Context: an optimization exercise on an open-source flow, tuned for small area, a short achievable clock period and few clock cycles per item. The choices shown serve that exercise and are no tape-out recipe. Where RTL was checked, it was by simulation tests only, not by an equivalence proof against the original. For run 1, only the layout was checked, not whether the RTL still works. Power and IR drop assume default switching activity.

==> flow/design.v (outline; a module is shown in full before it is edited, if it fits) <==
// module COMP_Control: 857 lines
// module FA: 4 lines
module COMP_Control(
    input clock,
    input rst,
    input start_trigger,
    input reset_act,
    input reset_data,
    input signed [15:0] K0,
    input signed [15:0] K1,
    input signed [15:0] K2,
    input signed [17:0] setPoint,
    input signed [17:0] data,
    output reg busy,
    output wire signed [15:0] COMP_output
    );
  // ...
==> flow/flow/run.sh <==
#!/bin/bash
# The standard layout (standard.sh: the standard flow's synthesis, floorplan, placement,
# CTS, routing) at the design's clock period and constraints, with two
# changes to how hard the resizer works:
#  - repair_timing aims for a setup slack of SETUP_MARGIN ns instead of 0,
#    so the critical paths get sized and buffered although the 12 ns clock
#    would already be met;
#  - the port buffers are buf_2 cells rather than the resizer's pick.
set -euo pipefail
cd "$(dirname "$0")/.."
SETUP_MARGIN=$(cat flow/setup_margin.txt)
bash standard.sh "SETUP_SLACK_MARGIN=$SETUP_MARGIN" \
  "BUFFER_PORTS_ARGS=-buffer_cell sky130_fd_sc_hd__buf_2" finish > standard_make.log 2>&1
==> flow/flow/setup_margin.txt <==
7.0
==> flow/standard.sh <==
#!/bin/bash
# synth_recipe.tcl (not shown) runs the flow's synth.tcl, then flattens the netlist and writes it again
# the make line also repeats each setting of config.mk as NAME=value (left out here)
make -C /OpenROAD-flow-scripts/flow DESIGN_CONFIG=/design/flow/config.mk WORK_HOME=/design/flow/orfs CLKGATE_MAP_FILE= SYNTH_SCRIPT=/design/flow/synth_recipe.tcl "${@:-finish}"
==> flow/config.mk <==
export PLATFORM = sky130hd
export DESIGN_NAME = COMP_Control
export DESIGN_NICKNAME = COMP_Control
export VERILOG_FILES = /design/flow/design.v
export SDC_FILE = /design/flow/constraint.sdc
export NUM_CORES = 4
export LEC_CHECK = 0
export CAP_MARGIN = 20
export CORE_MARGIN = 2
export CORE_UTILIZATION = 40
export SLEW_MARGIN = 20
export SYNTH_HIERARCHICAL = 1
export SYNTH_MINIMUM_KEEP_SIZE = 0
==> flow/constraint.sdc <==
create_clock -name core_clock -period 12.0 [get_ports {clock}]
set_input_delay 2.4000 -clock core_clock [delete_from_list [all_inputs] [get_ports {clock}]]
set_output_delay 2.4000 -clock core_clock [all_outputs]
set_load 0.01 [all_outputs]
==> out/results.tsv, run 1 <==
metric	value	unit
outcome	complete, no violations	
DR WL/cell	20.0	um
initial antenna violation count	0	
minimum clock period	5.97	ns
Port-buffer cells	105	
TritonRoute pass-1 iters	5	
fraction of the mapped netlist area in adder cells	35.1	%
ys flop type	dfxtp_1	
r2r startpoint	sB	
area leader, netlist	fa_1	
row count	71	
placed instance area	16500	um^2
H-tree levels	4	
Met2 Routed Length	21.1	mm
CP Depth	16	
Hold Worst Slack	0.451	ns
sequential element share of the synthesized area	20.0	%
Worst EP arrival	6.31	ns
Combinational Power Share	52.2	%
Clk pwr share	21.7	%
Largest regs	C x48, S x48	
Overflow after GRT	0	
Top Metal Used	met4	
DP HPWL	32.6	mm
Worst Setup Slack, final	6.03	ns
met1 wire length	19.9	mm
highest-delay cell along the critical path	fa_1	
total die area	39700	um^2
Post-Synth XOR/XNOR Area	12.7	%
reg2reg setup slack	6.78	ns
Power Density	137	nW/um^2
clock skew	0.0231	ns
clock sinks	152	
pre-CTS setup slack	4.50	ns
Routed met3 length	2.28	mm
Finished Core Util	51.5	%
final worst path period share	49.8	%
cell mode on critical path	fa_2	
Pint	1.62	mW
mux cell area share after synthesis	0.131	%
final RePlAce weighted congestion	0.892	
overall power	2.66	mW
==> module COMP_Control, before the edit <==
module COMP_Control(
    input clock,
    input rst,
    input start_trigger,
    input reset_act,
    input reset_data,
    input signed [15:0] K0,
    input signed [15:0] K1,
    input signed [15:0] K2,
    input signed [17:0] setPoint,
    input signed [17:0] data,
    output reg busy,
    output wire signed [15:0] COMP_output
    );
    reg [18:0] e0, e1, e2;
    reg [47:0] S, C;
    reg [15:0] Kr;
    reg sB, sC;    
    wire load = start_trigger & ~busy & ~reset_act & ~rst;
    wire clr_all = rst | (reset_act & reset_data);
    wire [18:0] diff = {setPoint[17], setPoint} - {data[17], data};
    wire [15:0] Km = Kr | (K2 & {16{load}});
    wire [47:0] acc = S + C;
    assign COMP_output = {acc[47], acc[29:15]};
    wire d0_one = e1[0] ^ 1'b0;
    wire d0_two = (e1[1] & ~e1[0] & ~1'b0) | (~e1[1] & e1[0] & 1'b0);
    wire d0_neg = (e1[1] & ~(e1[0] & 1'b0)) ^ sB;
    wire d0_pp0 = ((d0_one & Km[0])) ^ d0_neg;
    wire d0_pp1 = ((d0_one & Km[1]) | (d0_two & Km[0])) ^ d0_neg;
    wire d0_pp2 = ((d0_one & Km[2]) | (d0_two & Km[1])) ^ d0_neg;
    wire d0_pp3 = ((d0_one & Km[3]) | (d0_two & Km[2])) ^ d0_neg;
    wire d0_pp4 = ((d0_one & Km[4]) | (d0_two & Km[3])) ^ d0_neg;
    wire d0_pp5 = ((d0_one & Km[5]) | (d0_two & Km[4])) ^ d0_neg;
    wire d0_pp6 = ((d0_one & Km[6]) | (d0_two & Km[5])) ^ d0_neg;
    wire d0_pp7 = ((d0_one & Km[7]) | (d0_two & Km[6])) ^ d0_neg;
    wire d0_pp8 = ((d0_one & Km[8]) | (d0_two & Km[7])) ^ d0_neg;
    wire d0_pp9 = ((d0_one & Km[9]) | (d0_two & Km[8])) ^ d0_neg;
    wire d0_pp10 = ((d0_one & Km[10]) | (d0_two & Km[9])) ^ d0_neg;
    wire d0_pp11 = ((d0_one & Km[11]) | (d0_two & Km[10])) ^ d0_neg;
    wire d0_pp12 = ((d0_one & Km[12]) | (d0_two & Km[11])) ^ d0_neg;
    wire d0_pp13 = ((d0_one & Km[13]) | (d0_two & Km[12])) ^ d0_neg;
    wire d0_pp14 = ((d0_one & Km[14]) | (d0_two & Km[13])) ^ d0_neg;
    wire d0_pp15 = ((d0_one & Km[15]) | (d0_two & Km[14])) ^ d0_neg;
    wire d0_pp16 = ((d0_two & Km[15])) ^ d0_neg;
    wire d1_one = e1[2] ^ e1[1];
    wire d1_two = (e1[3] & ~e1[2] & ~e1[1]) | (~e1[3] & e1[2] & e1[1]);
    wire d1_neg = (e1[3] & ~(e1[2] & e1[1])) ^ sB;
    wire d1_pp0 = ((d1_one & Km[0])) ^ d1_neg;
    wire d1_pp1 = ((d1_one & Km[1]) | (d1_two & Km[0])) ^ d1_neg;
    wire d1_pp2 = ((d1_one & Km[2]) | (d1_two & Km[1])) ^ d1_neg;
    wire d1_pp3 = ((d1_one & Km[3]) | (d1_two & Km[2])) ^ d1_neg;
    wire d1_pp4 = ((d1_one & Km[4]) | (d1_two & Km[3])) ^ d1_neg;
    wire d1_pp5 = ((d1_one & Km[5]) | (d1_two & Km[4])) ^ d1_neg;
    wire d1_pp6 = ((d1_one & Km[6]) | (d1_two & Km[5])) ^ d1_neg;
    wire d1_pp7 = ((d1_one & Km[7]) | (d1_two & Km[6])) ^ d1_neg;
    wire d1_pp8 = ((d1_one & Km[8]) | (d1_two & Km[7])) ^ d1_neg;
    wire d1_pp9 = ((d1_one & Km[9]) | (d1_two & Km[8])) ^ d1_neg;
    wire d1_pp10 = ((d1_one & Km[10]) | (d1_two & Km[9])) ^ d1_neg;
    wire d1_pp11 = ((d1_one & Km[11]) | (d1_two & Km[10])) ^ d1_neg;
    wire d1_pp12 = ((d1_one & Km[12]) | (d1_two & Km[11])) ^ d1_neg;
    wire d1_pp13 = ((d1_one & Km[13]) | (d1_two & Km[12])) ^ d1_neg;
    wire d1_pp14 = ((d1_one & Km[14]) | (d1_two & Km[13])) ^ d1_neg;
    wire d1_pp15 = ((d1_one & Km[15]) | (d1_two & Km[14])) ^ d1_neg;
    wire d1_pp16 = ((d1_two & Km[15])) ^ d1_neg;
    wire d2_one = e1[4] ^ e1[3];
    wire d2_two = (e1[5] & ~e1[4] & ~e1[3]) | (~e1[5] & e1[4] & e1[3]);
    wire d2_neg = (e1[5] & ~(e1[4] & e1[3])) ^ sB;
    wire d2_pp0 = ((d2_one & Km[0])) ^ d2_neg;
    wire d2_pp1 = ((d2_one & Km[1]) | (d2_two & Km[0])) ^ d2_neg;
    wire d2_pp2 = ((d2_one & Km[2]) | (d2_two & Km[1])) ^ d2_neg;
    wire d2_pp3 = ((d2_one & Km[3]) | (d2_two & Km[2])) ^ d2_neg;
    wire d2_pp4 = ((d2_one & Km[4]) | (d2_two & Km[3])) ^ d2_neg;
    wire d2_pp5 = ((d2_one & Km[5]) | (d2_two & Km[4])) ^ d2_neg;
    wire d2_pp6 = ((d2_one & Km[6]) | (d2_two & Km[5])) ^ d2_neg;
    wire d2_pp7 = ((d2_one & Km[7]) | (d2_two & Km[6])) ^ d2_neg;
    wire d2_pp8 = ((d2_one & Km[8]) | (d2_two & Km[7])) ^ d2_neg;
    wire d2_pp9 = ((d2_one & Km[9]) | (d2_two & Km[8])) ^ d2_neg;
    wire d2_pp10 = ((d2_one & Km[10]) | (d2_two & Km[9])) ^ d2_neg;
    wire d2_pp11 = ((d2_one & Km[11]) | (d2_two & Km[10])) ^ d2_neg;
    wire d2_pp12 = ((d2_one & Km[12]) | (d2_two & Km[11])) ^ d2_neg;
    wire d2_pp13 = ((d2_one & Km[13]) | (d2_two & Km[12])) ^ d2_neg;
    wire d2_pp14 = ((d2_one & Km[14]) | (d2_two & Km[13])) ^ d2_neg;
    wire d2_pp15 = ((d2_one & Km[15]) | (d2_two & Km[14])) ^ d2_neg;
    wire d2_pp16 = ((d2_two & Km[15])) ^ d2_neg;
    wire d3_one = e1[6] ^ e1[5];
    wire d3_two = (e1[7] & ~e1[6] & ~e1[5]) | (~e1[7] & e1[6] & e1[5]);
    wire d3_neg = (e1[7] & ~(e1[6] & e1[5])) ^ sB;
    wire d3_pp0 = ((d3_one & Km[0])) ^ d3_neg;
    wire d3_pp1 = ((d3_one & Km[1]) | (d3_two & Km[0])) ^ d3_neg;
    wire d3_pp2 = ((d3_one & Km[2]) | (d3_two & Km[1])) ^ d3_neg;
    wire d3_pp3 = ((d3_one & Km[3]) | (d3_two & Km[2])) ^ d3_neg;
    wire d3_pp4 = ((d3_one & Km[4]) | (d3_two & Km[3])) ^ d3_neg;
    wire d3_pp5 = ((d3_one & Km[5]) | (d3_two & Km[4])) ^ d3_neg;
    wire d3_pp6 = ((d3_one & Km[6]) | (d3_two & Km[5])) ^ d3_neg;
    wire d3_pp7 = ((d3_one & Km[7]) | (d3_two & Km[6])) ^ d3_neg;
    wire d3_pp8 = ((d3_one & Km[8]) | (d3_two & Km[7])) ^ d3_neg;
    wire d3_pp9 = ((d3_one & Km[9]) | (d3_two & Km[8])) ^ d3_neg;
    wire d3_pp10 = ((d3_one & Km[10]) | (d3_two & Km[9])) ^ d3_neg;
    wire d3_pp11 = ((d3_one & Km[11]) | (d3_two & Km[10])) ^ d3_neg;
    wire d3_pp12 = ((d3_one & Km[12]) | (d3_two & Km[11])) ^ d3_neg;
    wire d3_pp13 = ((d3_one & Km[13]) | (d3_two & Km[12])) ^ d3_neg;
    wire d3_pp14 = ((d3_one & Km[14]) | (d3_two & Km[13])) ^ d3_neg;
    wire d3_pp15 = ((d3_one & Km[15]) | (d3_two & Km[14])) ^ d3_neg;
    wire d3_pp16 = ((d3_two & Km[15])) ^ d3_neg;
    wire d4_one = e1[8] ^ e1[7];
    wire d4_two = (e1[9] & ~e1[8] & ~e1[7]) | (~e1[9] & e1[8] & e1[7]);
    wire d4_neg = (e1[9] & ~(e1[8] & e1[7])) ^ sB;
    wire d4_pp0 = ((d4_one & Km[0])) ^ d4_neg;
    wire d4_pp1 = ((d4_one & Km[1]) | (d4_two & Km[0])) ^ d4_neg;
    wire d4_pp2 = ((d4_one & Km[2]) | (d4_two & Km[1])) ^ d4_neg;
    wire d4_pp3 = ((d4_one & Km[3]) | (d4_two & Km[2])) ^ d4_neg;
    wire d4_pp4 = ((d4_one & Km[4]) | (d4_two & Km[3])) ^ d4_neg;
    wire d4_pp5 = ((d4_one & Km[5]) | (d4_two & Km[4])) ^ d4_neg;
    wire d4_pp6 = ((d4_one & Km[6]) | (d4_two & Km[5])) ^ d4_neg;
    wire d4_pp7 = ((d4_one & Km[7]) | (d4_two & Km[6])) ^ d4_neg;
    wire d4_pp8 = ((d4_one & Km[8]) | (d4_two & Km[7])) ^ d4_neg;
    wire d4_pp9 = ((d4_one & Km[9]) | (d4_two & Km[8])) ^ d4_neg;
    wire d4_pp10 = ((d4_one & Km[10]) | (d4_two & Km[9])) ^ d4_neg;
    wire d4_pp11 = ((d4_one & Km[11]) | (d4_two & Km[10])) ^ d4_neg;
    wire d4_pp12 = ((d4_one & Km[12]) | (d4_two & Km[11])) ^ d4_neg;
    wire d4_pp13 = ((d4_one & Km[13]) | (d4_two & Km[12])) ^ d4_neg;
    wire d4_pp14 = ((d4_one & Km[14]) | (d4_two & Km[13])) ^ d4_neg;
    wire d4_pp15 = ((d4_one & Km[15]) | (d4_two & Km[14])) ^ d4_neg;
    wire d4_pp16 = ((d4_two & Km[15])) ^ d4_neg;
    wire d5_one = e1[10] ^ e1[9];
    wire d5_two = (e1[11] & ~e1[10] & ~e1[9]) | (~e1[11] & e1[10] & e1[9]);
    wire d5_neg = (e1[11] & ~(e1[10] & e1[9])) ^ sB;
    wire d5_pp0 = ((d5_one & Km[0])) ^ d5_neg;
    wire d5_pp1 = ((d5_one & Km[1]) | (d5_two & Km[0])) ^ d5_neg;
    wire d5_pp2 = ((d5_one & Km[2]) | (d5_two & Km[1])) ^ d5_neg;
    wire d5_pp3 = ((d5_one & Km[3]) | (d5_two & Km[2])) ^ d5_neg;
    wire d5_pp4 = ((d5_one & Km[4]) | (d5_two & Km[3])) ^ d5_neg;
    wire d5_pp5 = ((d5_one & Km[5]) | (d5_two & Km[4])) ^ d5_neg;
    wire d5_pp6 = ((d5_one & Km[6]) | (d5_two & Km[5])) ^ d5_neg;
    wire d5_pp7 = ((d5_one & Km[7]) | (d5_two & Km[6])) ^ d5_neg;
    wire d5_pp8 = ((d5_one & Km[8]) | (d5_two & Km[7])) ^ d5_neg;
    wire d5_pp9 = ((d5_one & Km[9]) | (d5_two & Km[8])) ^ d5_neg;
    wire d5_pp10 = ((d5_one & Km[10]) | (d5_two & Km[9])) ^ d5_neg;
    wire d5_pp11 = ((d5_one & Km[11]) | (d5_two & Km[10])) ^ d5_neg;
    wire d5_pp12 = ((d5_one & Km[12]) | (d5_two & Km[11])) ^ d5_neg;
    wire d5_pp13 = ((d5_one & Km[13]) | (d5_two & Km[12])) ^ d5_neg;
    wire d5_pp14 = ((d5_one & Km[14]) | (d5_two & Km[13])) ^ d5_neg;
    wire d5_pp15 = ((d5_one & Km[15]) | (d5_two & Km[14])) ^ d5_neg;
    wire d5_pp16 = ((d5_two & Km[15])) ^ d5_neg;
    wire d6_one = e1[12] ^ e1[11];
    wire d6_two = (e1[13] & ~e1[12] & ~e1[11]) | (~e1[13] & e1[12] & e1[11]);
    wire d6_neg = (e1[13] & ~(e1[12] & e1[11])) ^ sB;
    wire d6_pp0 = ((d6_one & Km[0])) ^ d6_neg;
    wire d6_pp1 = ((d6_one & Km[1]) | (d6_two & Km[0])) ^ d6_neg;
    wire d6_pp2 = ((d6_one & Km[2]) | (d6_two & Km[1])) ^ d6_neg;
    wire d6_pp3 = ((d6_one & Km[3]) | (d6_two & Km[2])) ^ d6_neg;
    wire d6_pp4 = ((d6_one & Km[4]) | (d6_two & Km[3])) ^ d6_neg;
    wire d6_pp5 = ((d6_one & Km[5]) | (d6_two & Km[4])) ^ d6_neg;
    wire d6_pp6 = ((d6_one & Km[6]) | (d6_two & Km[5])) ^ d6_neg;
    wire d6_pp7 = ((d6_one & Km[7]) | (d6_two & Km[6])) ^ d6_neg;
    wire d6_pp8 = ((d6_one & Km[8]) | (d6_two & Km[7])) ^ d6_neg;
    wire d6_pp9 = ((d6_one & Km[9]) | (d6_two & Km[8])) ^ d6_neg;
    wire d6_pp10 = ((d6_one & Km[10]) | (d6_two & Km[9])) ^ d6_neg;
    wire d6_pp11 = ((d6_one & Km[11]) | (d6_two & Km[10])) ^ d6_neg;
    wire d6_pp12 = ((d6_one & Km[12]) | (d6_two & Km[11])) ^ d6_neg;
    wire d6_pp13 = ((d6_one & Km[13]) | (d6_two & Km[12])) ^ d6_neg;
    wire d6_pp14 = ((d6_one & Km[14]) | (d6_two & Km[13])) ^ d6_neg;
    wire d6_pp15 = ((d6_one & Km[15]) | (d6_two & Km[14])) ^ d6_neg;
    wire d6_pp16 = ((d6_two & Km[15])) ^ d6_neg;
    wire d7_one = e1[14] ^ e1[13];
    wire d7_two = (e1[15] & ~e1[14] & ~e1[13]) | (~e1[15] & e1[14] & e1[13]);
    wire d7_neg = (e1[15] & ~(e1[14] & e1[13])) ^ sB;
    wire d7_pp0 = ((d7_one & Km[0])) ^ d7_neg;
    wire d7_pp1 = ((d7_one & Km[1]) | (d7_two & Km[0])) ^ d7_neg;
    wire d7_pp2 = ((d7_one & Km[2]) | (d7_two & Km[1])) ^ d7_neg;
    wire d7_pp3 = ((d7_one & Km[3]) | (d7_two & Km[2])) ^ d7_neg;
    wire d7_pp4 = ((d7_one & Km[4]) | (d7_two & Km[3])) ^ d7_neg;
    wire d7_pp5 = ((d7_one & Km[5]) | (d7_two & Km[4])) ^ d7_neg;
    wire d7_pp6 = ((d7_one & Km[6]) | (d7_two & Km[5])) ^ d7_neg;
    wire d7_pp7 = ((d7_one & Km[7]) | (d7_two & Km[6])) ^ d7_neg;
    wire d7_pp8 = ((d7_one & Km[8]) | (d7_two & Km[7])) ^ d7_neg;
    wire d7_pp9 = ((d7_one & Km[9]) | (d7_two & Km[8])) ^ d7_neg;
    wire d7_pp10 = ((d7_one & Km[10]) | (d7_two & Km[9])) ^ d7_neg;
    wire d7_pp11 = ((d7_one & Km[11]) | (d7_two & Km[10])) ^ d7_neg;
    wire d7_pp12 = ((d7_one & Km[12]) | (d7_two & Km[11])) ^ d7_neg;
    wire d7_pp13 = ((d7_one & Km[13]) | (d7_two & Km[12])) ^ d7_neg;
    wire d7_pp14 = ((d7_one & Km[14]) | (d7_two & Km[13])) ^ d7_neg;
    wire d7_pp15 = ((d7_one & Km[15]) | (d7_two & Km[14])) ^ d7_neg;
    wire d7_pp16 = ((d7_two & Km[15])) ^ d7_neg;
    wire d8_one = e1[16] ^ e1[15];
    wire d8_two = (e1[17] & ~e1[16] & ~e1[15]) | (~e1[17] & e1[16] & e1[15]);
    wire d8_neg = (e1[17] & ~(e1[16] & e1[15])) ^ sB;
    wire d8_pp0 = ((d8_one & Km[0])) ^ d8_neg;
    wire d8_pp1 = ((d8_one & Km[1]) | (d8_two & Km[0])) ^ d8_neg;
    wire d8_pp2 = ((d8_one & Km[2]) | (d8_two & Km[1])) ^ d8_neg;
    wire d8_pp3 = ((d8_one & Km[3]) | (d8_two & Km[2])) ^ d8_neg;
    wire d8_pp4 = ((d8_one & Km[4]) | (d8_two & Km[3])) ^ d8_neg;
    wire d8_pp5 = ((d8_one & Km[5]) | (d8_two & Km[4])) ^ d8_neg;
    wire d8_pp6 = ((d8_one & Km[6]) | (d8_two & Km[5])) ^ d8_neg;
    wire d8_pp7 = ((d8_one & Km[7]) | (d8_two & Km[6])) ^ d8_neg;
    wire d8_pp8 = ((d8_one & Km[8]) | (d8_two & Km[7])) ^ d8_neg;
    wire d8_pp9 = ((d8_one & Km[9]) | (d8_two & Km[8])) ^ d8_neg;
    wire d8_pp10 = ((d8_one & Km[10]) | (d8_two & Km[9])) ^ d8_neg;
    wire d8_pp11 = ((d8_one & Km[11]) | (d8_two & Km[10])) ^ d8_neg;
    wire d8_pp12 = ((d8_one & Km[12]) | (d8_two & Km[11])) ^ d8_neg;
    wire d8_pp13 = ((d8_one & Km[13]) | (d8_two & Km[12])) ^ d8_neg;
    wire d8_pp14 = ((d8_one & Km[14]) | (d8_two & Km[13])) ^ d8_neg;
    wire d8_pp15 = ((d8_one & Km[15]) | (d8_two & Km[14])) ^ d8_neg;
    wire d8_pp16 = ((d8_two & Km[15])) ^ d8_neg;
    wire d9_one = e1[18] ^ e1[17];
    wire d9_two = (e1[18] & ~e1[18] & ~e1[17]) | (~e1[18] & e1[18] & e1[17]);
    wire d9_neg = (e1[18] & ~(e1[18] & e1[17])) ^ sB;
    wire d9_pp0 = ((d9_one & Km[0])) ^ d9_neg;
    wire d9_pp1 = ((d9_one & Km[1]) | (d9_two & Km[0])) ^ d9_neg;
    wire d9_pp2 = ((d9_one & Km[2]) | (d9_two & Km[1])) ^ d9_neg;
    wire d9_pp3 = ((d9_one & Km[3]) | (d9_two & Km[2])) ^ d9_neg;
    wire d9_pp4 = ((d9_one & Km[4]) | (d9_two & Km[3])) ^ d9_neg;
    wire d9_pp5 = ((d9_one & Km[5]) | (d9_two & Km[4])) ^ d9_neg;
    wire d9_pp6 = ((d9_one & Km[6]) | (d9_two & Km[5])) ^ d9_neg;
    wire d9_pp7 = ((d9_one & Km[7]) | (d9_two & Km[6])) ^ d9_neg;
    wire d9_pp8 = ((d9_one & Km[8]) | (d9_two & Km[7])) ^ d9_neg;
    wire d9_pp9 = ((d9_one & Km[9]) | (d9_two & Km[8])) ^ d9_neg;
    wire d9_pp10 = ((d9_one & Km[10]) | (d9_two & Km[9])) ^ d9_neg;
    wire d9_pp11 = ((d9_one & Km[11]) | (d9_two & Km[10])) ^ d9_neg;
    wire d9_pp12 = ((d9_one & Km[12]) | (d9_two & Km[11])) ^ d9_neg;
    wire d9_pp13 = ((d9_one & Km[13]) | (d9_two & Km[12])) ^ d9_neg;
    wire d9_pp14 = ((d9_one & Km[14]) | (d9_two & Km[13])) ^ d9_neg;
    wire d9_pp15 = ((d9_one & Km[15]) | (d9_two & Km[14])) ^ d9_neg;
    wire d9_pp16 = ((d9_two & Km[15])) ^ d9_neg;
    wire h1_s = S[12] ^ C[12];
    wire h1_c = S[12] & C[12];
    wire h2_s = S[13] ^ C[13];
    wire h2_c = S[13] & C[13];
    wire f3_s, f3_c;
    FA u3 (.a(S[14]), .b(C[14]), .c(d0_pp14), .s(f3_s), .co(f3_c));
    wire h4_s = d1_pp12 ^ d2_pp10;
    wire h4_c = d1_pp12 & d2_pp10;
    wire f5_s, f5_c;
    FA u5 (.a(S[15]), .b(C[15]), .c(d0_pp15), .s(f5_s), .co(f5_c));
    wire h6_s = d1_pp13 ^ d2_pp11;
    wire h6_c = d1_pp13 & d2_pp11;
    wire f7_s, f7_c;
    FA u7 (.a(S[16]), .b(C[16]), .c(d0_pp16), .s(f7_s), .co(f7_c));
    wire f8_s, f8_c;
    FA u8 (.a(d1_pp14), .b(d2_pp12), .c(d3_pp10), .s(f8_s), .co(f8_c));
    wire h9_s = d4_pp8 ^ d5_pp6;
    wire h9_c = d4_pp8 & d5_pp6;
    wire f10_s, f10_c;
    FA u10 (.a(1'b1), .b(S[17]), .c(C[17]), .s(f10_s), .co(f10_c));
    wire f11_s, f11_c;
    FA u11 (.a(~d0_neg), .b(d1_pp15), .c(d2_pp13), .s(f11_s), .co(f11_c));
    wire f12_s, f12_c;
    FA u12 (.a(d3_pp11), .b(d4_pp9), .c(d5_pp7), .s(f12_s), .co(f12_c));
    wire f13_s, f13_c;
    FA u13 (.a(1'b1), .b(S[18]), .c(C[18]), .s(f13_s), .co(f13_c));
    wire f14_s, f14_c;
    FA u14 (.a(d1_pp16), .b(d2_pp14), .c(d3_pp12), .s(f14_s), .co(f14_c));
    wire f15_s, f15_c;
    FA u15 (.a(d4_pp10), .b(d5_pp8), .c(d6_pp6), .s(f15_s), .co(f15_c));
    wire h16_s = d7_pp4 ^ d8_pp2;
    wire h16_c = d7_pp4 & d8_pp2;
    wire f17_s, f17_c;
    FA u17 (.a(S[19]), .b(C[19]), .c(~d1_neg), .s(f17_s), .co(f17_c));
    wire f18_s, f18_c;
    FA u18 (.a(d2_pp15), .b(d3_pp13), .c(d4_pp11), .s(f18_s), .co(f18_c));
    wire f19_s, f19_c;
    FA u19 (.a(d5_pp9), .b(d6_pp7), .c(d7_pp5), .s(f19_s), .co(f19_c));
    wire f20_s, f20_c;
    FA u20 (.a(1'b1), .b(S[20]), .c(C[20]), .s(f20_s), .co(f20_c));
    wire f21_s, f21_c;
    FA u21 (.a(d2_pp16), .b(d3_pp14), .c(d4_pp12), .s(f21_s), .co(f21_c));
    wire h22_s = d5_pp10 ^ d6_pp8;
    wire h22_c = d5_pp10 & d6_pp8;
    wire f23_s, f23_c;
    FA u23 (.a(S[21]), .b(C[21]), .c(~d2_neg), .s(f23_s), .co(f23_c));
    wire f24_s, f24_c;
    FA u24 (.a(d3_pp15), .b(d4_pp13), .c(d5_pp11), .s(f24_s), .co(f24_c));
    wire f25_s, f25_c;
    FA u25 (.a(1'b1), .b(S[22]), .c(C[22]), .s(f25_s), .co(f25_c));
    wire h26_s = d3_pp16 ^ d4_pp14;
    wire h26_c = d3_pp16 & d4_pp14;
    wire f27_s, f27_c;
    FA u27 (.a(S[23]), .b(C[23]), .c(~d3_neg), .s(f27_s), .co(f27_c));
    wire h28_s = 1'b1 ^ S[24];
    wire h28_c = 1'b1 & S[24];
    wire h29_s = S[6] ^ C[6];
    wire h29_c = S[6] & C[6];
    wire h30_s = S[7] ^ C[7];
    wire h30_c = S[7] & C[7];
    wire f31_s, f31_c;
    FA u31 (.a(S[8]), .b(C[8]), .c(d0_pp8), .s(f31_s), .co(f31_c));
    wire h32_s = d1_pp6 ^ d2_pp4;
    wire h32_c = d1_pp6 & d2_pp4;
    wire f33_s, f33_c;
    FA u33 (.a(S[9]), .b(C[9]), .c(d0_pp9), .s(f33_s), .co(f33_c));
    wire h34_s = d1_pp7 ^ d2_pp5;
    wire h34_c = d1_pp7 & d2_pp5;
    wire f35_s, f35_c;
    FA u35 (.a(S[10]), .b(C[10]), .c(d0_pp10), .s(f35_s), .co(f35_c));
    wire f36_s, f36_c;
    FA u36 (.a(d1_pp8), .b(d2_pp6), .c(d3_pp4), .s(f36_s), .co(f36_c));
    wire h37_s = d4_pp2 ^ d5_pp0;
    wire h37_c = d4_pp2 & d5_pp0;
    wire f38_s, f38_c;
    FA u38 (.a(S[11]), .b(C[11]), .c(d0_pp11), .s(f38_s), .co(f38_c));
    wire f39_s, f39_c;
    FA u39 (.a(d1_pp9), .b(d2_pp7), .c(d3_pp5), .s(f39_s), .co(f39_c));
    wire h40_s = d4_pp3 ^ d5_pp1;
    wire h40_c = d4_pp3 & d5_pp1;
    wire f41_s, f41_c;
    FA u41 (.a(h1_s), .b(d0_pp12), .c(d1_pp10), .s(f41_s), .co(f41_c));
    wire f42_s, f42_c;
    FA u42 (.a(d2_pp8), .b(d3_pp6), .c(d4_pp4), .s(f42_s), .co(f42_c));
    wire f43_s, f43_c;
    FA u43 (.a(d5_pp2), .b(d6_pp0), .c(d6_neg), .s(f43_s), .co(f43_c));
    wire f44_s, f44_c;
    FA u44 (.a(h1_c), .b(h2_s), .c(d0_pp13), .s(f44_s), .co(f44_c));
    wire f45_s, f45_c;
    FA u45 (.a(d1_pp11), .b(d2_pp9), .c(d3_pp7), .s(f45_s), .co(f45_c));
    wire f46_s, f46_c;
    FA u46 (.a(d4_pp5), .b(d5_pp3), .c(d6_pp1), .s(f46_s), .co(f46_c));
    wire f47_s, f47_c;
    FA u47 (.a(h2_c), .b(d3_pp8), .c(d4_pp6), .s(f47_s), .co(f47_c));
    wire f48_s, f48_c;
    FA u48 (.a(d5_pp4), .b(d6_pp2), .c(d7_pp0), .s(f48_s), .co(f48_c));
    wire f49_s, f49_c;
    FA u49 (.a(d7_neg), .b(h4_s), .c(f3_s), .s(f49_s), .co(f49_c));
    wire f50_s, f50_c;
    FA u50 (.a(d3_pp9), .b(d4_pp7), .c(d5_pp5), .s(f50_s), .co(f50_c));
    wire f51_s, f51_c;
    FA u51 (.a(d6_pp3), .b(d7_pp1), .c(h4_c), .s(f51_s), .co(f51_c));
    wire f52_s, f52_c;
    FA u52 (.a(h6_s), .b(f3_c), .c(f5_s), .s(f52_s), .co(f52_c));
    wire f53_s, f53_c;
    FA u53 (.a(d6_pp4), .b(d7_pp2), .c(d8_pp0), .s(f53_s), .co(f53_c));
    wire f54_s, f54_c;
    FA u54 (.a(d8_neg), .b(h6_c), .c(h9_s), .s(f54_s), .co(f54_c));
    wire f55_s, f55_c;
    FA u55 (.a(f5_c), .b(f7_s), .c(f8_s), .s(f55_s), .co(f55_c));
    wire f56_s, f56_c;
    FA u56 (.a(f10_s), .b(d6_pp5), .c(d7_pp3), .s(f56_s), .co(f56_c));
    wire f57_s, f57_c;
    FA u57 (.a(d8_pp1), .b(h9_c), .c(f7_c), .s(f57_s), .co(f57_c));
    wire f58_s, f58_c;
    FA u58 (.a(f8_c), .b(f11_s), .c(f12_s), .s(f58_s), .co(f58_c));
    wire f59_s, f59_c;
    FA u59 (.a(f10_c), .b(f13_s), .c(d9_pp0), .s(f59_s), .co(f59_c));
    wire f60_s, f60_c;
    FA u60 (.a(d9_neg), .b(h16_s), .c(f11_c), .s(f60_s), .co(f60_c));
    wire f61_s, f61_c;
    FA u61 (.a(f12_c), .b(f14_s), .c(f15_s), .s(f61_s), .co(f61_c));
    wire f62_s, f62_c;
    FA u62 (.a(f13_c), .b(d8_pp3), .c(d9_pp1), .s(f62_s), .co(f62_c));
    wire f63_s, f63_c;
    FA u63 (.a(h16_c), .b(f14_c), .c(f15_c), .s(f63_s), .co(f63_c));
    wire f64_s, f64_c;
    FA u64 (.a(f17_s), .b(f18_s), .c(f19_s), .s(f64_s), .co(f64_c));
    wire f65_s, f65_c;
    FA u65 (.a(f20_s), .b(d7_pp6), .c(d8_pp4), .s(f65_s), .co(f65_c));
    wire f66_s, f66_c;
    FA u66 (.a(d9_pp2), .b(h22_s), .c(f17_c), .s(f66_s), .co(f66_c));
    wire f67_s, f67_c;
    FA u67 (.a(f18_c), .b(f19_c), .c(f21_s), .s(f67_s), .co(f67_c));
    wire f68_s, f68_c;
    FA u68 (.a(f20_c), .b(d6_pp9), .c(d7_pp7), .s(f68_s), .co(f68_c));
    wire f69_s, f69_c;
    FA u69 (.a(d8_pp5), .b(d9_pp3), .c(h22_c), .s(f69_s), .co(f69_c));
    wire f70_s, f70_c;
    FA u70 (.a(f21_c), .b(f23_s), .c(f24_s), .s(f70_s), .co(f70_c));
    wire f71_s, f71_c;
    FA u71 (.a(f25_s), .b(d5_pp12), .c(d6_pp10), .s(f71_s), .co(f71_c));
    wire f72_s, f72_c;
    FA u72 (.a(d7_pp8), .b(d8_pp6), .c(d9_pp4), .s(f72_s), .co(f72_c));
    wire f73_s, f73_c;
    FA u73 (.a(h26_s), .b(f23_c), .c(f24_c), .s(f73_s), .co(f73_c));
    wire f74_s, f74_c;
    FA u74 (.a(f25_c), .b(d4_pp15), .c(d5_pp13), .s(f74_s), .co(f74_c));
    wire f75_s, f75_c;
    FA u75 (.a(d6_pp11), .b(d7_pp9), .c(d8_pp7), .s(f75_s), .co(f75_c));
    wire f76_s, f76_c;
    FA u76 (.a(d9_pp5), .b(h26_c), .c(f27_s), .s(f76_s), .co(f76_c));
    wire f77_s, f77_c;
    FA u77 (.a(C[24]), .b(h28_s), .c(d4_pp16), .s(f77_s), .co(f77_c));
    wire f78_s, f78_c;
    FA u78 (.a(d5_pp14), .b(d6_pp12), .c(d7_pp10), .s(f78_s), .co(f78_c));
    wire f79_s, f79_c;
    FA u79 (.a(d8_pp8), .b(d9_pp6), .c(f27_c), .s(f79_s), .co(f79_c));
    wire f80_s, f80_c;
    FA u80 (.a(S[25]), .b(C[25]), .c(h28_c), .s(f80_s), .co(f80_c));
    wire f81_s, f81_c;
    FA u81 (.a(~d4_neg), .b(d5_pp15), .c(d6_pp13), .s(f81_s), .co(f81_c));
    wire f82_s, f82_c;
    FA u82 (.a(d7_pp11), .b(d8_pp9), .c(d9_pp7), .s(f82_s), .co(f82_c));
    wire f83_s, f83_c;
    FA u83 (.a(1'b1), .b(S[26]), .c(C[26]), .s(f83_s), .co(f83_c));
    wire f84_s, f84_c;
    FA u84 (.a(d5_pp16), .b(d6_pp14), .c(d7_pp12), .s(f84_s), .co(f84_c));
    wire h85_s = d8_pp10 ^ d9_pp8;
    wire h85_c = d8_pp10 & d9_pp8;
    wire f86_s, f86_c;
    FA u86 (.a(S[27]), .b(C[27]), .c(~d5_neg), .s(f86_s), .co(f86_c));
    wire f87_s, f87_c;
    FA u87 (.a(d6_pp15), .b(d7_pp13), .c(d8_pp11), .s(f87_s), .co(f87_c));
    wire f88_s, f88_c;
    FA u88 (.a(1'b1), .b(S[28]), .c(C[28]), .s(f88_s), .co(f88_c));
    wire h89_s = d6_pp16 ^ d7_pp14;
    wire h89_c = d6_pp16 & d7_pp14;
    wire f90_s, f90_c;
    FA u90 (.a(S[29]), .b(C[29]), .c(~d6_neg), .s(f90_s), .co(f90_c));
    wire h91_s = 1'b1 ^ S[30];
    wire h91_c = 1'b1 & S[30];
    wire h92_s = S[2] ^ C[2];
    wire h92_c = S[2] & C[2];
    wire h93_s = S[3] ^ C[3];
    wire h93_c = S[3] & C[3];
    wire f94_s, f94_c;
    FA u94 (.a(S[4]), .b(C[4]), .c(d0_pp4), .s(f94_s), .co(f94_c));
    wire h95_s = d1_pp2 ^ d2_pp0;
    wire h95_c = d1_pp2 & d2_pp0;
    wire f96_s, f96_c;
    FA u96 (.a(S[5]), .b(C[5]), .c(d0_pp5), .s(f96_s), .co(f96_c));
    wire h97_s = d1_pp3 ^ d2_pp1;
    wire h97_c = d1_pp3 & d2_pp1;
    wire f98_s, f98_c;
    FA u98 (.a(h29_s), .b(d0_pp6), .c(d1_pp4), .s(f98_s), .co(f98_c));
    wire f99_s, f99_c;
    FA u99 (.a(d2_pp2), .b(d3_pp0), .c(d3_neg), .s(f99_s), .co(f99_c));
    wire f100_s, f100_c;
    FA u100 (.a(h29_c), .b(h30_s), .c(d0_pp7), .s(f100_s), .co(f100_c));
    wire f101_s, f101_c;
    FA u101 (.a(d1_pp5), .b(d2_pp3), .c(d3_pp1), .s(f101_s), .co(f101_c));
    wire f102_s, f102_c;
    FA u102 (.a(h30_c), .b(d3_pp2), .c(d4_pp0), .s(f102_s), .co(f102_c));
    wire f103_s, f103_c;
    FA u103 (.a(d4_neg), .b(h32_s), .c(f31_s), .s(f103_s), .co(f103_c));
    wire f104_s, f104_c;
    FA u104 (.a(d3_pp3), .b(d4_pp1), .c(h32_c), .s(f104_s), .co(f104_c));
    wire f105_s, f105_c;
    FA u105 (.a(h34_s), .b(f31_c), .c(f33_s), .s(f105_s), .co(f105_c));
    wire f106_s, f106_c;
    FA u106 (.a(d5_neg), .b(h34_c), .c(h37_s), .s(f106_s), .co(f106_c));
    wire f107_s, f107_c;
    FA u107 (.a(f33_c), .b(f35_s), .c(f36_s), .s(f107_s), .co(f107_c));
    wire f108_s, f108_c;
    FA u108 (.a(h37_c), .b(h40_s), .c(f35_c), .s(f108_s), .co(f108_c));
    wire f109_s, f109_c;
    FA u109 (.a(f36_c), .b(f38_s), .c(f39_s), .s(f109_s), .co(f109_c));
    wire f110_s, f110_c;
    FA u110 (.a(h40_c), .b(f38_c), .c(f39_c), .s(f110_s), .co(f110_c));
    wire f111_s, f111_c;
    FA u111 (.a(f41_s), .b(f42_s), .c(f43_s), .s(f111_s), .co(f111_c));
    wire f112_s, f112_c;
    FA u112 (.a(f41_c), .b(f42_c), .c(f43_c), .s(f112_s), .co(f112_c));
    wire f113_s, f113_c;
    FA u113 (.a(f44_s), .b(f45_s), .c(f46_s), .s(f113_s), .co(f113_c));
    wire f114_s, f114_c;
    FA u114 (.a(f44_c), .b(f45_c), .c(f46_c), .s(f114_s), .co(f114_c));
    wire f115_s, f115_c;
    FA u115 (.a(f47_s), .b(f48_s), .c(f49_s), .s(f115_s), .co(f115_c));
    wire f116_s, f116_c;
    FA u116 (.a(f47_c), .b(f48_c), .c(f50_s), .s(f116_s), .co(f116_c));
    wire f117_s, f117_c;
    FA u117 (.a(f51_s), .b(f49_c), .c(f52_s), .s(f117_s), .co(f117_c));
    wire f118_s, f118_c;
    FA u118 (.a(f50_c), .b(f53_s), .c(f51_c), .s(f118_s), .co(f118_c));
    wire f119_s, f119_c;
    FA u119 (.a(f54_s), .b(f52_c), .c(f55_s), .s(f119_s), .co(f119_c));
    wire f120_s, f120_c;
    FA u120 (.a(f53_c), .b(f56_s), .c(f54_c), .s(f120_s), .co(f120_c));
    wire f121_s, f121_c;
    FA u121 (.a(f55_c), .b(f57_s), .c(f58_s), .s(f121_s), .co(f121_c));
    wire f122_s, f122_c;
    FA u122 (.a(f56_c), .b(f59_s), .c(f57_c), .s(f122_s), .co(f122_c));
    wire f123_s, f123_c;
    FA u123 (.a(f58_c), .b(f60_s), .c(f61_s), .s(f123_s), .co(f123_c));
    wire f124_s, f124_c;
    FA u124 (.a(f59_c), .b(f62_s), .c(f60_c), .s(f124_s), .co(f124_c));
    wire f125_s, f125_c;
    FA u125 (.a(f61_c), .b(f63_s), .c(f64_s), .s(f125_s), .co(f125_c));
    wire f126_s, f126_c;
    FA u126 (.a(f62_c), .b(f65_s), .c(f63_c), .s(f126_s), .co(f126_c));
    wire f127_s, f127_c;
    FA u127 (.a(f64_c), .b(f66_s), .c(f67_s), .s(f127_s), .co(f127_c));
    wire f128_s, f128_c;
    FA u128 (.a(f65_c), .b(f68_s), .c(f69_s), .s(f128_s), .co(f128_c));
    wire f129_s, f129_c;
    FA u129 (.a(f66_c), .b(f67_c), .c(f70_s), .s(f129_s), .co(f129_c));
    wire f130_s, f130_c;
    FA u130 (.a(f68_c), .b(f71_s), .c(f72_s), .s(f130_s), .co(f130_c));
    wire f131_s, f131_c;
    FA u131 (.a(f69_c), .b(f70_c), .c(f73_s), .s(f131_s), .co(f131_c));
    wire f132_s, f132_c;
    FA u132 (.a(f71_c), .b(f72_c), .c(f74_s), .s(f132_s), .co(f132_c));
    wire f133_s, f133_c;
    FA u133 (.a(f75_s), .b(f73_c), .c(f76_s), .s(f133_s), .co(f133_c));
    wire f134_s, f134_c;
    FA u134 (.a(f74_c), .b(f75_c), .c(f77_s), .s(f134_s), .co(f134_c));
    wire f135_s, f135_c;
    FA u135 (.a(f78_s), .b(f76_c), .c(f79_s), .s(f135_s), .co(f135_c));
    wire f136_s, f136_c;
    FA u136 (.a(f80_s), .b(f77_c), .c(f78_c), .s(f136_s), .co(f136_c));
    wire f137_s, f137_c;
    FA u137 (.a(f81_s), .b(f82_s), .c(f79_c), .s(f137_s), .co(f137_c));
    wire f138_s, f138_c;
    FA u138 (.a(f83_s), .b(f80_c), .c(h85_s), .s(f138_s), .co(f138_c));
    wire f139_s, f139_c;
    FA u139 (.a(f81_c), .b(f82_c), .c(f84_s), .s(f139_s), .co(f139_c));
    wire f140_s, f140_c;
    FA u140 (.a(f83_c), .b(d9_pp9), .c(h85_c), .s(f140_s), .co(f140_c));
    wire f141_s, f141_c;
    FA u141 (.a(f84_c), .b(f86_s), .c(f87_s), .s(f141_s), .co(f141_c));
    wire f142_s, f142_c;
    FA u142 (.a(f88_s), .b(d8_pp12), .c(d9_pp10), .s(f142_s), .co(f142_c));
    wire f143_s, f143_c;
    FA u143 (.a(h89_s), .b(f86_c), .c(f87_c), .s(f143_s), .co(f143_c));
    wire f144_s, f144_c;
    FA u144 (.a(f88_c), .b(d7_pp15), .c(d8_pp13), .s(f144_s), .co(f144_c));
    wire f145_s, f145_c;
    FA u145 (.a(d9_pp11), .b(h89_c), .c(f90_s), .s(f145_s), .co(f145_c));
    wire f146_s, f146_c;
    FA u146 (.a(C[30]), .b(h91_s), .c(d7_pp16), .s(f146_s), .co(f146_c));
    wire f147_s, f147_c;
    FA u147 (.a(d8_pp14), .b(d9_pp12), .c(f90_c), .s(f147_s), .co(f147_c));
    wire f148_s, f148_c;
    FA u148 (.a(S[31]), .b(C[31]), .c(h91_c), .s(f148_s), .co(f148_c));
    wire f149_s, f149_c;
    FA u149 (.a(~d7_neg), .b(d8_pp15), .c(d9_pp13), .s(f149_s), .co(f149_c));
    wire f150_s, f150_c;
    FA u150 (.a(1'b1), .b(S[32]), .c(C[32]), .s(f150_s), .co(f150_c));
    wire h151_s = d8_pp16 ^ d9_pp14;
    wire h151_c = d8_pp16 & d9_pp14;
    wire f152_s, f152_c;
    FA u152 (.a(S[33]), .b(C[33]), .c(~d8_neg), .s(f152_s), .co(f152_c));
    wire h153_s = 1'b1 ^ S[34];
    wire h153_c = 1'b1 & S[34];
    wire h154_s = S[0] ^ C[0];
    wire h154_c = S[0] & C[0];
    wire h155_s = S[1] ^ C[1];
    wire h155_c = S[1] & C[1];
    wire f156_s, f156_c;
    FA u156 (.a(h92_s), .b(d0_pp2), .c(d1_pp0), .s(f156_s), .co(f156_c));
    wire f157_s, f157_c;
    FA u157 (.a(h92_c), .b(h93_s), .c(d0_pp3), .s(f157_s), .co(f157_c));
    wire f158_s, f158_c;
    FA u158 (.a(h93_c), .b(d2_neg), .c(h95_s), .s(f158_s), .co(f158_c));
    wire f159_s, f159_c;
    FA u159 (.a(h95_c), .b(h97_s), .c(f94_c), .s(f159_s), .co(f159_c));
    wire f160_s, f160_c;
    FA u160 (.a(h97_c), .b(f96_c), .c(f98_s), .s(f160_s), .co(f160_c));
    wire f161_s, f161_c;
    FA u161 (.a(f98_c), .b(f99_c), .c(f100_s), .s(f161_s), .co(f161_c));
    wire f162_s, f162_c;
    FA u162 (.a(f100_c), .b(f101_c), .c(f102_s), .s(f162_s), .co(f162_c));
    wire f163_s, f163_c;
    FA u163 (.a(f102_c), .b(f104_s), .c(f103_c), .s(f163_s), .co(f163_c));
    wire f164_s, f164_c;
    FA u164 (.a(f104_c), .b(f106_s), .c(f105_c), .s(f164_s), .co(f164_c));
    wire f165_s, f165_c;
    FA u165 (.a(f106_c), .b(f107_c), .c(f108_s), .s(f165_s), .co(f165_c));
    wire f166_s, f166_c;
    FA u166 (.a(f108_c), .b(f109_c), .c(f110_s), .s(f166_s), .co(f166_c));
    wire f167_s, f167_c;
    FA u167 (.a(f110_c), .b(f111_c), .c(f112_s), .s(f167_s), .co(f167_c));
    wire f168_s, f168_c;
    FA u168 (.a(f112_c), .b(f113_c), .c(f114_s), .s(f168_s), .co(f168_c));
    wire f169_s, f169_c;
    FA u169 (.a(f114_c), .b(f116_s), .c(f115_c), .s(f169_s), .co(f169_c));
    wire f170_s, f170_c;
    FA u170 (.a(f116_c), .b(f118_s), .c(f117_c), .s(f170_s), .co(f170_c));
    wire f171_s, f171_c;
    FA u171 (.a(f118_c), .b(f120_s), .c(f119_c), .s(f171_s), .co(f171_c));
    wire f172_s, f172_c;
    FA u172 (.a(f120_c), .b(f122_s), .c(f121_c), .s(f172_s), .co(f172_c));
    wire f173_s, f173_c;
    FA u173 (.a(f122_c), .b(f124_s), .c(f123_c), .s(f173_s), .co(f173_c));
    wire f174_s, f174_c;
    FA u174 (.a(f124_c), .b(f126_s), .c(f125_c), .s(f174_s), .co(f174_c));
    wire f175_s, f175_c;
    FA u175 (.a(f128_s), .b(f126_c), .c(f127_c), .s(f175_s), .co(f175_c));
    wire f176_s, f176_c;
    FA u176 (.a(f130_s), .b(f128_c), .c(f129_c), .s(f176_s), .co(f176_c));
    wire f177_s, f177_c;
    FA u177 (.a(f130_c), .b(f132_s), .c(f131_c), .s(f177_s), .co(f177_c));
    wire f178_s, f178_c;
    FA u178 (.a(f132_c), .b(f134_s), .c(f133_c), .s(f178_s), .co(f178_c));
    wire f179_s, f179_c;
    FA u179 (.a(f134_c), .b(f136_s), .c(f135_c), .s(f179_s), .co(f179_c));
    wire f180_s, f180_c;
    FA u180 (.a(f138_s), .b(f136_c), .c(f139_s), .s(f180_s), .co(f180_c));
    wire f181_s, f181_c;
    FA u181 (.a(f138_c), .b(f140_s), .c(f139_c), .s(f181_s), .co(f181_c));
    wire f182_s, f182_c;
    FA u182 (.a(f142_s), .b(f140_c), .c(f141_c), .s(f182_s), .co(f182_c));
    wire f183_s, f183_c;
    FA u183 (.a(f142_c), .b(f144_s), .c(f143_c), .s(f183_s), .co(f183_c));
    wire f184_s, f184_c;
    FA u184 (.a(f144_c), .b(f146_s), .c(f145_c), .s(f184_s), .co(f184_c));
    wire f185_s, f185_c;
    FA u185 (.a(f148_s), .b(f146_c), .c(f149_s), .s(f185_s), .co(f185_c));
    wire f186_s, f186_c;
    FA u186 (.a(f150_s), .b(f148_c), .c(h151_s), .s(f186_s), .co(f186_c));
    wire f187_s, f187_c;
    FA u187 (.a(f150_c), .b(d9_pp15), .c(h151_c), .s(f187_s), .co(f187_c));
    wire f188_s, f188_c;
    FA u188 (.a(C[34]), .b(h153_s), .c(d9_pp16), .s(f188_s), .co(f188_c));
    wire f189_s, f189_c;
    FA u189 (.a(S[35]), .b(C[35]), .c(h153_c), .s(f189_s), .co(f189_c));
    wire h190_s = 1'b1 ^ S[36];
    wire h190_c = 1'b1 & S[36];
    wire h191_s = 1'b1 ^ S[37];
    wire h191_c = 1'b1 & S[37];
    wire h192_s = 1'b1 ^ S[38];
    wire h192_c = 1'b1 & S[38];
    wire h193_s = 1'b1 ^ S[39];
    wire h193_c = 1'b1 & S[39];
    wire h194_s = 1'b1 ^ S[40];
    wire h194_c = 1'b1 & S[40];
    wire h195_s = 1'b1 ^ S[41];
    wire h195_c = 1'b1 & S[41];
    wire h196_s = 1'b1 ^ S[42];
    wire h196_c = 1'b1 & S[42];
    wire h197_s = 1'b1 ^ S[43];
    wire h197_c = 1'b1 & S[43];
    wire h198_s = 1'b1 ^ S[44];
    wire h198_c = 1'b1 & S[44];
    wire h199_s = 1'b1 ^ S[45];
    wire h199_c = 1'b1 & S[45];
    wire h200_s = 1'b1 ^ S[46];
    wire h200_c = 1'b1 & S[46];
    wire h201_s = 1'b1 ^ S[47];
    wire h201_c = 1'b1 & S[47];
    wire h202_s = h154_s ^ d0_pp0;
    wire h202_c = h154_s & d0_pp0;
    wire f203_s, f203_c;
    FA u203 (.a(h154_c), .b(h155_s), .c(d0_pp1), .s(f203_s), .co(f203_c));
    wire f204_s, f204_c;
    FA u204 (.a(h155_c), .b(d1_neg), .c(f156_s), .s(f204_s), .co(f204_c));
    wire f205_s, f205_c;
    FA u205 (.a(d1_pp1), .b(f156_c), .c(f157_s), .s(f205_s), .co(f205_c));
    wire f206_s, f206_c;
    FA u206 (.a(f157_c), .b(f94_s), .c(f158_s), .s(f206_s), .co(f206_c));
    wire f207_s, f207_c;
    FA u207 (.a(f96_s), .b(f158_c), .c(f159_s), .s(f207_s), .co(f207_c));
    wire f208_s, f208_c;
    FA u208 (.a(f99_s), .b(f159_c), .c(f160_s), .s(f208_s), .co(f208_c));
    wire f209_s, f209_c;
    FA u209 (.a(f101_s), .b(f160_c), .c(f161_s), .s(f209_s), .co(f209_c));
    wire f210_s, f210_c;
    FA u210 (.a(f161_c), .b(f103_s), .c(f162_s), .s(f210_s), .co(f210_c));
    wire f211_s, f211_c;
    FA u211 (.a(f162_c), .b(f105_s), .c(f163_s), .s(f211_s), .co(f211_c));
    wire f212_s, f212_c;
    FA u212 (.a(f107_s), .b(f163_c), .c(f164_s), .s(f212_s), .co(f212_c));
    wire f213_s, f213_c;
    FA u213 (.a(f109_s), .b(f164_c), .c(f165_s), .s(f213_s), .co(f213_c));
    wire f214_s, f214_c;
    FA u214 (.a(f111_s), .b(f165_c), .c(f166_s), .s(f214_s), .co(f214_c));
    wire f215_s, f215_c;
    FA u215 (.a(f113_s), .b(f166_c), .c(f167_s), .s(f215_s), .co(f215_c));
    wire f216_s, f216_c;
    FA u216 (.a(f167_c), .b(f168_s), .c(f115_s), .s(f216_s), .co(f216_c));
    wire f217_s, f217_c;
    FA u217 (.a(f168_c), .b(f117_s), .c(f169_s), .s(f217_s), .co(f217_c));
    wire f218_s, f218_c;
    FA u218 (.a(f119_s), .b(f169_c), .c(f170_s), .s(f218_s), .co(f218_c));
    wire f219_s, f219_c;
    FA u219 (.a(f121_s), .b(f170_c), .c(f171_s), .s(f219_s), .co(f219_c));
    wire f220_s, f220_c;
    FA u220 (.a(f123_s), .b(f171_c), .c(f172_s), .s(f220_s), .co(f220_c));
    wire f221_s, f221_c;
    FA u221 (.a(f125_s), .b(f172_c), .c(f173_s), .s(f221_s), .co(f221_c));
    wire f222_s, f222_c;
    FA u222 (.a(f127_s), .b(f173_c), .c(f174_s), .s(f222_s), .co(f222_c));
    wire f223_s, f223_c;
    FA u223 (.a(f129_s), .b(f174_c), .c(f175_s), .s(f223_s), .co(f223_c));
    wire f224_s, f224_c;
    FA u224 (.a(f131_s), .b(f175_c), .c(f176_s), .s(f224_s), .co(f224_c));
    wire f225_s, f225_c;
    FA u225 (.a(f133_s), .b(f176_c), .c(f177_s), .s(f225_s), .co(f225_c));
    wire f226_s, f226_c;
    FA u226 (.a(f135_s), .b(f177_c), .c(f178_s), .s(f226_s), .co(f226_c));
    wire f227_s, f227_c;
    FA u227 (.a(f137_s), .b(f178_c), .c(f179_s), .s(f227_s), .co(f227_c));
    wire f228_s, f228_c;
    FA u228 (.a(f137_c), .b(f180_s), .c(f179_c), .s(f228_s), .co(f228_c));
    wire f229_s, f229_c;
    FA u229 (.a(f141_s), .b(f180_c), .c(f181_s), .s(f229_s), .co(f229_c));
    wire f230_s, f230_c;
    FA u230 (.a(f143_s), .b(f181_c), .c(f182_s), .s(f230_s), .co(f230_c));
    wire f231_s, f231_c;
    FA u231 (.a(f145_s), .b(f182_c), .c(f183_s), .s(f231_s), .co(f231_c));
    wire f232_s, f232_c;
    FA u232 (.a(f147_s), .b(f183_c), .c(f184_s), .s(f232_s), .co(f232_c));
    wire f233_s, f233_c;
    FA u233 (.a(f147_c), .b(f185_s), .c(f184_c), .s(f233_s), .co(f233_c));
    wire f234_s, f234_c;
    FA u234 (.a(f149_c), .b(f186_s), .c(f185_c), .s(f234_s), .co(f234_c));
    wire f235_s, f235_c;
    FA u235 (.a(f152_s), .b(f186_c), .c(f187_s), .s(f235_s), .co(f235_c));
    wire f236_s, f236_c;
    FA u236 (.a(f152_c), .b(f188_s), .c(f187_c), .s(f236_s), .co(f236_c));
    wire f237_s, f237_c;
    FA u237 (.a(f189_s), .b(~d9_neg), .c(f188_c), .s(f237_s), .co(f237_c));
    wire f238_s, f238_c;
    FA u238 (.a(C[36]), .b(h190_s), .c(f189_c), .s(f238_s), .co(f238_c));
    wire f239_s, f239_c;
    FA u239 (.a(C[37]), .b(h190_c), .c(h191_s), .s(f239_s), .co(f239_c));
    wire f240_s, f240_c;
    FA u240 (.a(C[38]), .b(h191_c), .c(h192_s), .s(f240_s), .co(f240_c));
    wire f241_s, f241_c;
    FA u241 (.a(C[39]), .b(h192_c), .c(h193_s), .s(f241_s), .co(f241_c));
    wire f242_s, f242_c;
    FA u242 (.a(C[40]), .b(h193_c), .c(h194_s), .s(f242_s), .co(f242_c));
    wire f243_s, f243_c;
    FA u243 (.a(C[41]), .b(h194_c), .c(h195_s), .s(f243_s), .co(f243_c));
    wire f244_s, f244_c;
    FA u244 (.a(C[42]), .b(h195_c), .c(h196_s), .s(f244_s), .co(f244_c));
    wire f245_s, f245_c;
    FA u245 (.a(C[43]), .b(h196_c), .c(h197_s), .s(f245_s), .co(f245_c));
    wire f246_s, f246_c;
    FA u246 (.a(C[44]), .b(h197_c), .c(h198_s), .s(f246_s), .co(f246_c));
    wire f247_s, f247_c;
    FA u247 (.a(C[45]), .b(h198_c), .c(h199_s), .s(f247_s), .co(f247_c));
    wire f248_s, f248_c;
    FA u248 (.a(C[46]), .b(h199_c), .c(h200_s), .s(f248_s), .co(f248_c));
    wire f249_s, f249_c;
    FA u249 (.a(C[47]), .b(h200_c), .c(h201_s), .s(f249_s), .co(f249_c));
    wire [47:0] S_n, C_n;
    assign S_n[0] = d0_neg;
    assign C_n[0] = h202_s;
    assign S_n[1] = h202_c;
    assign C_n[1] = f203_s;
    assign S_n[2] = f203_c;
    assign C_n[2] = f204_s;
    assign S_n[3] = f204_c;
    assign C_n[3] = f205_s;
    assign S_n[4] = f205_c;
    assign C_n[4] = f206_s;
    assign S_n[5] = f206_c;
    assign C_n[5] = f207_s;
    assign S_n[6] = f207_c;
    assign C_n[6] = f208_s;
    assign S_n[7] = f208_c;
    assign C_n[7] = f209_s;
    assign S_n[8] = f209_c;
    assign C_n[8] = f210_s;
    assign S_n[9] = f210_c;
    assign C_n[9] = f211_s;
    assign S_n[10] = f211_c;
    assign C_n[10] = f212_s;
    assign S_n[11] = f212_c;
    assign C_n[11] = f213_s;
    assign S_n[12] = f213_c;
    assign C_n[12] = f214_s;
    assign S_n[13] = f214_c;
    assign C_n[13] = f215_s;
    assign S_n[14] = f215_c;
    assign C_n[14] = f216_s;
    assign S_n[15] = f216_c;
    assign C_n[15] = f217_s;
    assign S_n[16] = f217_c;
    assign C_n[16] = f218_s;
    assign S_n[17] = f218_c;
    assign C_n[17] = f219_s;
    assign S_n[18] = f219_c;
    assign C_n[18] = f220_s;
    assign S_n[19] = f220_c;
    assign C_n[19] = f221_s;
    assign S_n[20] = f221_c;
    assign C_n[20] = f222_s;
    assign S_n[21] = f222_c;
    assign C_n[21] = f223_s;
    assign S_n[22] = f223_c;
    assign C_n[22] = f224_s;
    assign S_n[23] = f224_c;
    assign C_n[23] = f225_s;
    assign S_n[24] = f225_c;
    assign C_n[24] = f226_s;
    assign S_n[25] = f226_c;
    assign C_n[25] = f227_s;
    assign S_n[26] = f227_c;
    assign C_n[26] = f228_s;
    assign S_n[27] = f229_s;
    assign C_n[27] = f228_c;
    assign S_n[28] = f229_c;
    assign C_n[28] = f230_s;
    assign S_n[29] = f230_c;
    assign C_n[29] = f231_s;
    assign S_n[30] = f231_c;
    assign C_n[30] = f232_s;
    assign S_n[31] = f232_c;
    assign C_n[31] = f233_s;
    assign S_n[32] = f234_s;
    assign C_n[32] = f233_c;
    assign S_n[33] = f235_s;
    assign C_n[33] = f234_c;
    assign S_n[34] = f235_c;
    assign C_n[34] = f236_s;
    assign S_n[35] = f237_s;
    assign C_n[35] = f236_c;
    assign S_n[36] = f238_s;
    assign C_n[36] = f237_c;
    assign S_n[37] = f239_s;
    assign C_n[37] = f238_c;
    assign S_n[38] = f239_c;
    assign C_n[38] = f240_s;
    assign S_n[39] = f240_c;
    assign C_n[39] = f241_s;
    assign S_n[40] = f241_c;
    assign C_n[40] = f242_s;
    assign S_n[41] = f242_c;
    assign C_n[41] = f243_s;
    assign S_n[42] = f243_c;
    assign C_n[42] = f244_s;
    assign S_n[43] = f244_c;
    assign C_n[43] = f245_s;
    assign S_n[44] = f245_c;
    assign C_n[44] = f246_s;
    assign S_n[45] = f246_c;
    assign C_n[45] = f247_s;
    assign S_n[46] = f247_c;
    assign C_n[46] = f248_s;
    assign S_n[47] = f248_c;
    assign C_n[47] = f249_s;
    always @(posedge clock) begin
        if (load)
            Kr <= K1;
        else if (sB & ~rst)
            Kr <= K0;
        else
            Kr <= 16'd0;
        if (rst) begin
            busy <= 1'b0;
            sB <= 1'b0;
            sC <= 1'b0;
        end else begin
            busy <= load | sB;
            sB <= load;
            sC <= sB;
        end
        if (clr_all) begin
            S <= 48'd0;
            C <= 48'd0;
            e0 <= 19'd0;
            e1 <= 19'd0;
            e2 <= 19'd0;
        end else begin
            S <= S_n;
            C <= C_n;
            if (reset_act) begin
                e0 <= 19'd0;
            end else if (load) begin
                e0 <= diff;
                e1 <= e0;
                e2 <= e1;
            end else if (busy) begin
                e0 <= e1;
                e1 <= e0;
            end
        end
    end
endmodule
==> run 2: changes to the inputs <==
--- a/flow/design.v
+++ b/flow/design.v
@@ -21,3 +21,4 @@
     wire [18:0] diff = {setPoint[17], setPoint} - {data[17], data};
-    wire [15:0] Km = Kr | (K2 & {16{load}});
+    wire [15:0] Km = busy ? Kr : K2;
+    wire acc_en = load | busy;
     wire [47:0] acc = S + C;
@@ -820,8 +821,3 @@
     always @(posedge clock) begin
-        if (load)
-            Kr <= K1;
-        else if (sB & ~rst)
-            Kr <= K0;
-        else
-            Kr <= 16'd0;
+        Kr <= sB ? K0 : K1;
         if (rst) begin
@@ -842,4 +838,6 @@
         end else begin
-            S <= S_n;
-            C <= C_n;
+            if (acc_en) begin
+                S <= S_n;
+                C <= C_n;
+            end
             if (reset_act) begin
==> flow/flow/setup_margin.txt (replaced) <==
7.5
==> out/results.tsv, run 2 <==
metric	value	unit	change
outcome	complete, no violations		
H-tree levels	4		unchanged
Worst EP arrival	5.76	ns	-0.55 ns
sequential power share	26.6	%	
via/cell ratio	5.50		
Clk Tree Root Cell	clkbuf_16		
CTS clock-pin slew for the worst setup and hold paths	0.07	ns	
Critical Path Fanout Max	6		
ranking of synthesized cells by area	fa_1 (26%), dfxtp_1 (19%), xnor2_1 (10%)		
flops & latches, synth	152		
post-route ant nets	0		
routed wire length	45.8	mm	
cell mode on critical path	fa_2		
Max Freq	0.184	GHz	
Largest regs	C x48, S x48		
switching power of the nets	0.912	mW	
IO Count	106		
vias in the first global route	13500		
FF-to-FF path depth	13		
Hold Worst Slack	0.458	ns	+0.00674 ns
most frequent cells in the layout	nand2_1 (305), xnor2_1 (173), a21oi_1 (173)		
placed instance area	17300	um^2	+4.6%
GRT met2 Usage	37.9	%	
initial antenna violation count	1		+1
Area Overhead vs Synth	20.0	%	
Power Density	119	nW/um^2	-14%
YS warnings	7		
Nets	2244		
clock sinks	152		unchanged
Iteration-0 DRC Markers	975		
layout cells sized above 1	26.2	%	
Synth Cell Area	16100	um^2	
core area	39700	um^2	
Rel. slew slack	27.4	%	
commonest cells in the netlist	nand2_1 (307), fa_1 (211), xnor2_1 (189)		
final worst path period share	45.3	%	-4.4 points
CP Data Required Time	12.31	ns	
Syn Area/Cell	9.12	um^2	
r2r startpoint	e1[1]		
startpoint types	primary input		
Hold Crit Depth	2		
minimum clock period	5.44	ns	-0.528 ns
Cells after DPL	2303		
total negative slack	0	ns	
Max Buffers Root-to-Sink	2		
Hold WC Path Type	reg2reg		
final setup violation count	0		
Worst Setup Slack, final	6.56	ns	+0.528 ns
overall power	2.29	mW	-14%
DRC viols	0		
sequential element share of the synthesized area	18.9	%	-1.0 points
Post-Synthesis Cells	1763		
Die H	204	um	
switching share of power	39.9	%	
leakage	7.51	nW	
asr flop ratio synth	0	%	
hold_sp	e0[17]		
most common cell in the synthesized netlist	nand2_1		
grt met1 use	29.8	%	
Peak VDD IR	0.0000755	V	
Initial Utilization	40.5	%	
ys flop type	dfxtp_1		
commonest non-fill, non-tap cell in the layout	nand2_1		
Hold Path End	e1[17]		
# fillers	3692		
Setup CP Type	in2reg		
largest net degree at the start of global routing	99		
total number of vias	13200		
Max-cap violations	0		
row count	73		+2.8%
Cell variety after synth	61		
Clk pwr share	24.5	%	+2.8 points
top cell type's share of synthesized area	26.3	%	
final-report hold violation count	0		
GRT Overall Usage	22.8	%	
DR WL/cell	19.1	um	-4.4%
Overflow after GRT	0		unchanged
final RePlAce weighted congestion	0.873		-2.1%
design area	19300	um^2	
Port-buffer cells	105		unchanged
max-slew violations	0		
TritonRoute pass-1 iters	5		unchanged
total die area	41800	um^2	+5.4%
Worst Max-Slew Pin Slew	1.09	ns	
clock skew	0.00973	ns	-0.0134 ns
RSZ-0062 raised after global routing	yes		
Post-synth EDFFs	0		
CTS tree	done		
Finished Core Util	48.6	%	-3.0 points
grt met3 use	3.22	%	
reg2reg setup slack	6.96	ns	+0.18 ns
Post-CTS Hold Fix Bufs	0		
R2R Path End	C[19]		
Pint	1.38	mW	-15%
crit path cell chain	buf_6 -> mux2_4 -> xor2_1 -> a2bb2oi_2 -> xnor2_2 -> fa_1 -> fa_2 -> fa_2 -> fa_2 -> fa_2 -> nand2_1 -> a21oi_1		
pre-CTS setup slack	5.94	ns	+1.44 ns
area leader, netlist	fa_1		
Combinational Power Share	48.9	%	-3.3 points
CP max stage delay	0.55	ns	
crit end category	register		
die width	204	um	
highest-delay cell along the critical path	fa_1		
TritonCTS Buffers	17		
clk latency of the worst-skew pair	0.47	ns	
GR peak layer	met2		
DP HPWL	32.7	mm	+0.18%
first-pass GRT wire length	74.8	mm	
post-route insts no fill	2393		
[run 2: changes by cell type after synthesis, sizes merged, moves of 14 or more]
| cell | change |
|---|---|
| mux2 | +32 |
| a21oi | +90 |
| xnor2 | -19 |
| a2bb2oi | +14 |
| clkbuf | +20 |
| and2 | -94 |
| nor2 | -14 |
| nand2 | +177 |
| xor2 | +20 |
| a22oi | -17 |
| a21o | -28 |
[run 2: what timing repair did]
item,CTS,global route
gates cloned,3,0
pin swaps,63,43
setup buffers,42,12
setup endpoints to repair,88,93
resized for setup,162,67
[run 2: worst max-delay path by stage]
stage           start    end  depth (start not counted)
2_1_floorplan   K2[5]  C[20]                         11
3_3_place_gp   K2[14]  C[15]                         12
3_5_place_dp   K2[14]  C[15]                         12
4_1_cts        K2[14]  C[18]                         12
5_1_grt        K2[14]  C[19]                         12
6_report       K2[14]  C[15]                         12
[run 2: cells by family (layout without fill, tap and decap cells)]
logic type,Yosys count,in the layout,share of synthesized area [%]
fa+ha+maj,301,301,33.3
mux,38,41,2.62
other cells,1,8,0.0233
buf+inv,175,270,4.27
compound gates,444,444,17.6
xor+xnor,222,222,12.1
flops,152,152,18.9
simple gates,430,430,11.2
[run 2: critical path: cells and delay by family]
kind | cells | cell delay [ns]
buffers and inverters | 1 | 0.09
adder cells (fa/ha/maj) | 5 | 2.32
multiplexers | 1 | 0.32
XOR/XNOR | 2 | 0.27
AND/OR/NAND/NOR | 1 | 0.08
AO/OA/AOI/OAI | 2 | 0.26
[run 2: routing by layer]
layer  vias to the layer above  share of wire, %  wire [um]
li1                       6171                 -          -
met1                      6513                43      19600
met2                       401                48      22100
met3                        70               5.2       2380
met4                         0               3.7       1690
met5                         -                 0          0
[run 2: area by class of cell]
| cell class | instances | area, um^2 | share of cell area (%) |
|---|---|---|---|
| Sequential cell | 152 | 3100 | 16.1 |
| Timing Repair Buffer | 176 | 1200 | 6.21 |
| Antenna cell | 1 | 2.50 | 0.0130 |
| Tap cell | 525 | 657 | 3.40 |
| Inverter | 62 | 233 | 1.21 |
| Clock buffer | 18 | 439 | 2.28 |
| Multi-Input combinational cell | 1445 | 13500 | 70.0 |
| Clock inverter | 14 | 158 | 0.817 |
[run 2: power by group through the flow]
stage          Sequential, mW  Combinational [mW]  Clock, mW
2_1_floorplan           0.599               0.785          0
3_5_place_dp            0.613                1.04          0
3_3_place_gp            0.612                1.02          0
5_1_grt                 0.617                1.28      0.588
6_report                0.609                1.12      0.560
4_1_cts                 0.609                1.10      0.570
[run 2: per-module statistics from Yosys, one instance, submodules excluded]
| module | flip-flops and latches | cells | area (um^2) |
|---|---|---|---|
| COMP_Control | 152 | 1553 | 11900 |
| FA | 0 | 1 | 20.0 |
Testbench counts of run 2, summed over its fixed seeds: cycles 72,000, items 24,000.

Check on run 2: ideal ports give 6.558 ns setup slack; a clkbuf_16 on the clock port and buf_2 on the inputs give 6.577 ns; moving port delays by the midpoint clock arrival (0.514 ns) as well gives 6.063 ns.
